This design comes from an exercise in tuning for small area, a short achievable clock period and few clock cycles on the open sky130 flow, not from production work. In this exercise RTL edits were held to simulation tests only and were not proved equivalent to the original. Power is estimated from default activity; no workload was simulated.

== job 6247 ==
// DT
module DT(
	input 			clk,
	input			reset,
	output	reg		done ,
	output	reg		sti_rd ,
	output	reg 	[9:0]	sti_addr ,
	input		[15:0]	sti_di,
	output	reg		res_wr ,
	output	reg		res_rd ,
	output	reg 	[13:0]	res_addr ,
	output		[7:0]	res_do,
	input		[7:0]	res_di,
	output  reg fwpass_finish
	);
clock: 5.0 ns
lec_check: 0
cap_margin: 20
core_margin: 2
core_utilization: 40
setup_slack_margin: 2.0
slew_margin: 20
run.sh (not shown) runs the stock make flow with config.mk's settings and CLKGATE_MAP_FILE= SYNTH_SCRIPT=/design/flow/synth_recipe.tcl, a recipe that flattens the netlist after the stock synthesis.
Testbench counts of job 6247, summed over its fixed seeds: cycles 583,583.
For job 7837, these inputs were changed with respect to job 6247:
- SETUP_SLACK_MARGIN no longer set, was 2.0
[summary]
- Compared with job 6247, job 7837 ends up with a smaller final cell area.
- Cmp job 6247 and job 7837 / power share of the combinational group / lower: job 7837
- On worst slack at placement, the higher figure sits with job 7837, not job 6247.
- Of job 6247 and job 7837, the run reporting the higher tightest hold margin was job 6247.
- End point of the critical path = res_addr[11]: job 6247; end point of the critical path = sti_addr[8]: job 7837
#### Input delta (job 4981 over job 7837)
- an added SETUP_SLACK_MARGIN of 2.6
--- outcome ---
Re sequential cell fraction of total power: job 4981 is 9.7 points down on job 7837. When job 4981 is measured against job 7837, its power dissipated in combinational cells turns out about 80% higher. Est. power | job 4981 vs job 7837 | job 4981 higher. [job 4981 vs job 7837] global-route usage: higher in job 4981.
Changes in job 9613 relative to job 4981:
- SETUP_SLACK_MARGIN: 2.6 -> 3.2
--- outcome ---
- Job 4981 completed every stage of the flow, and the final layout passed the timing, DRC and antenna checks.
- Job 9613 | stages: all done | timing, DRC, antenna: all pass
- The standard cells in job 9613 occupy more silicon area than those in job 4981 do.
- Between job 4981 and job 9613, the vias per cell does not differ in any meaningful way.
- Changes observed in job 9613 relative to job 4981: detailed-router iteration count before antenna repair rose by 3; sequential share of layout area fell 0.53 points; setup slack went up 0.061 ns.
- Delta(via count, job 9613 - job 4981) > 0
- In the metrics for job 9613 and job 4981, the one carrying the higher sum of routed wire length over all layers is job 9613.

* * *

== v51 ==
DT, a different RTL version from the one above (not shown whole).
For scale: ~71 flip-flops, ~63 I/O pins, ~0.0070 mm2 of cells after synthesis.
clock: 5.0 ns
lec_check: 0
cap_margin: 20
core_margin: 2
core_utilization: 65
cts_buf_list: sky130_fd_sc_hd__clkbuf_8
cts_cluster_size: 40
setup_slack_margin: 2.0
slew_margin: 20
standard.sh (not shown) runs the stock make flow with config.mk's settings and CLKGATE_MAP_FILE= SYNTH_SCRIPT=/design/flow/synth_recipe.tcl, a recipe that flattens the netlist after the stock synthesis.
==> flow/flow/run.sh <==
#!/bin/bash
# The standard layout, with the port buffers made from the smallest buffer cell.
set -euo pipefail
bash standard.sh 'BUFFER_PORTS_ARGS=-buffer_cell sky130_fd_sc_hd__buf_1' finish > layout.log 2>&1
v51: no failed stages, no open violations at the end
Testbench counts of v51, summed over its fixed seeds: cycles 587,452.
Changes in v22 relative to v51:
- changing CORE_UTILIZATION from 65 to 40
- setting PLACE_DENSITY to 0.9 for the first time
- changing SETUP_SLACK_MARGIN from 2.0 to 2.2
### Flow results
v22: layout-stage area growth over the synthesis result 7.8 points above v51. Compared with v51, in v22 global-route usage -14 points, cell-internal power +9.1%, critical-path maximum fanout -3. The run showing the greater effective utilization at floorplan is v51. A master of the slowest instance on the critical path of sky130_fd_sc_hd__a2111oi_1 is what v51 shows, while sky130_fd_sc_hd__a211oi_4 belongs to v22.
What v34 does differently from v22 at the input level:
- changing CORE_UTILIZATION from 40 to 55
- changing PLACE_DENSITY from 0.9 to 0.8
==> results.txt <==
- Summary of v34 over v22: floorplan die area now sits lower, share of the core filled with cells in the final layout shows an increase of 17 points, half-perimeter wire length after detailed placement -about 3.3%.
- Diff v22 -> v34: number of well-tap cells placed lower; combined area of the multi-input logic cells now smaller; sequential share of layout area picked up an extra 0.33 points; met1 wire length climbed about 0.9%.
[inputs] v42 vs v34
- changing CORE_UTILIZATION from 55 to 40
- removing CTS_BUF_LIST (formerly sky130_fd_sc_hd__clkbuf_8)
- removing CTS_CLUSTER_SIZE (formerly 40)
- removing PLACE_DENSITY (formerly 0.8)
- changing SETUP_SLACK_MARGIN from 2.2 to 2.0
==> flow/run.sh (new file) <==
#!/bin/bash
# synth_recipe.tcl (not shown) runs the flow's synth.tcl, then flattens the netlist and writes it again
# the make line also repeats each setting of config.mk as NAME=value (left out here)
make -C /OpenROAD-flow-scripts/flow DESIGN_CONFIG=/design/flow/config.mk WORK_HOME=/design/flow/orfs CLKGATE_MAP_FILE= SYNTH_SCRIPT=/design/flow/synth_recipe.tcl finish
removed: flow/flow/run.sh
removed: flow/standard.sh
--- outcome ---
- v42: all stages complete, timing, DRC and antenna checks passed
- v34 went all the way through the flow, and no timing, DRC or antenna check failed.
- Changes observed in v42 relative to v34: relative contribution of the clock network to total power went down by 0.3 points, combinational cell fraction of total power lost 0.4 points.
- Going from v34 to v42, total length of routed wires grew by a few percent.
- Going from v34 to v42, sequential share of cell area shrinks by 0.99 points.
- Normalized max-slew margin: v42 vs v34 up 6.2 points
- Static leakage power: lower on v34

* * *

Another version of the RTL of DT (not shown whole).
For scale: about 64 flip-flops, roughly 63 I/O pins.
Settings: LEC_CHECK=0, CAP_MARGIN=20, CORE_MARGIN=2, CORE_UTILIZATION=40, SETUP_SLACK_MARGIN=2.4, SLEW_MARGIN=20; clock period 5.0 ns.
run.sh (not shown) runs the stock make flow with config.mk's settings and CLKGATE_MAP_FILE= SYNTH_SCRIPT=/design/flow/synth_recipe.tcl, a recipe that flattens the netlist after the stock synthesis.
Stock flow here: none of the scripts above is used.
Testbench counts at the start, summed over its fixed seeds: cycles 583,583.
Next try:
==> flow/flow/run.sh (new file) <==
#!/bin/bash
# The standard layout, with the port buffers made from the smallest buffer cell.
set -euo pipefail
bash standard.sh 'BUFFER_PORTS_ARGS=-buffer_cell sky130_fd_sc_hd__buf_1' finish > layout.log 2>&1
==> flow/standard.sh (new file) <==
#!/bin/bash
# synth_recipe.tcl (not shown) runs the flow's synth.tcl, then flattens the netlist and writes it again
# the make line also repeats each setting of config.mk as NAME=value (left out here)
make -C /OpenROAD-flow-scripts/flow DESIGN_CONFIG=/design/flow/config.mk WORK_HOME=/design/flow/orfs CLKGATE_MAP_FILE= SYNTH_SCRIPT=/design/flow/synth_recipe.tcl "${@:-finish}"
--- a/flow/config.mk
+++ b/flow/config.mk
@@ -9,4 +9,7 @@
 export CORE_MARGIN = 2
 export CORE_UTILIZATION = 40
-export SETUP_SLACK_MARGIN = 2.4
+export CTS_BUF_LIST = sky130_fd_sc_hd__clkbuf_8
+export CTS_CLUSTER_SIZE = 40
+export PLACE_DENSITY = 0.8
+export SETUP_SLACK_MARGIN = 2.2
 export SLEW_MARGIN = 20
removed: flow/run.sh
Setup slack got worse by 0.046 ns.
Global-route usage went down by 2.8 points.
Total power fell by about 8%.
Synthesized area is unchanged.
Next try:
==> flow/run.sh (new file) <==
#!/bin/bash
# synth_recipe.tcl (not shown) runs the flow's synth.tcl, then flattens the netlist and writes it again
# the make line also repeats each setting of config.mk as NAME=value (left out here)
make -C /OpenROAD-flow-scripts/flow DESIGN_CONFIG=/design/flow/config.mk WORK_HOME=/design/flow/orfs CLKGATE_MAP_FILE= SYNTH_SCRIPT=/design/flow/synth_recipe.tcl finish
--- a/flow/config.mk
+++ b/flow/config.mk
@@ -8,8 +8,7 @@
 export CAP_MARGIN = 20
 export CORE_MARGIN = 2
-export CORE_UTILIZATION = 40
+export CORE_UTILIZATION = 65
 export CTS_BUF_LIST = sky130_fd_sc_hd__clkbuf_8
 export CTS_CLUSTER_SIZE = 40
-export PLACE_DENSITY = 0.8
-export SETUP_SLACK_MARGIN = 2.2
+export SETUP_SLACK_MARGIN = 2.0
 export SLEW_MARGIN = 20
removed: flow/flow/run.sh
removed: flow/standard.sh
What happened: Cell area went down by a few percent; area after synthesis does not change; die area came out lower by well over a third; core utilization came out higher by 31 points; non-clock buffer count came out lower by 25.
Next try:
--- a/flow/config.mk
+++ b/flow/config.mk
@@ -8,7 +8,5 @@
 export CAP_MARGIN = 20
 export CORE_MARGIN = 2
-export CORE_UTILIZATION = 65
-export CTS_BUF_LIST = sky130_fd_sc_hd__clkbuf_8
-export CTS_CLUSTER_SIZE = 40
+export CORE_UTILIZATION = 40
 export SETUP_SLACK_MARGIN = 2.0
 export SLEW_MARGIN = 20
Area after synthesis does not change.
Worst setup slack gains 0.033 ns.
Maximum frequency climbs by 1.1%.
Global-route usage drops by 15 points.
Worst hold slack gains 0.0055 ns.

## afterwards: timing with drivers on the ports
In the flow no input, the clock included, has a driving cell. The finished layouts below were timed again as built, in two steps.
Step 1 assumes that a clkbuf_16 drives the clock port and a buf_2 every other input.
Step 2 moves the port delays by t, midway between the first and last clock arrival at a register: inputs arrive t later, outputs are due t later. That takes back most of the time a late clock gives input paths.
Slacks: ideal ports / drivers / drivers and shift; pairs: ideal ports / drivers.
run	t (ns)	slack for setup (ns)	slew at the worst register clock pin (ns)	pins driven straight from the clock port
job 6247	0.382	1.949 / 1.952 / 1.571	0.06 / 0.06	1
job 7837	0.385	0.871 / 0.871 / 0.713	0.06 / 0.06	1
job 4981	0.390	1.819 / 1.832 / 1.442	0.06 / 0.06	1
job 9613	0.384	1.880 / 1.880 / 1.536	0.06 / 0.06	1
v51	0.398	2.018 / 2.018 / 1.642	0.10 / 0.10	1
v22	0.403	2.159 / 2.168 / 1.764	0.08 / 0.08	1
v34	0.399	2.233 / 2.233 / 1.853	0.08 / 0.08	1
v42	0.387	2.011 / 2.033 / 1.646	0.06 / 0.06	1
the first run of note 3	0.394	1.959 / 1.959 / 1.589	0.06 / 0.06	1
the second run of note 3	0.404	1.912 / 1.912 / 1.551	0.08 / 0.08	1
the third run of note 3	0.406	1.920 / 1.920 / 1.544	0.10 / 0.10	1
the fourth run of note 3	0.375	1.953 / 1.948 / 1.573	0.06 / 0.06	1
After both steps every run listed still meets setup and hold. For v22, which loses most, drivers alone change the setup slack by +0.009 ns; drivers and shift together by -0.395 ns.
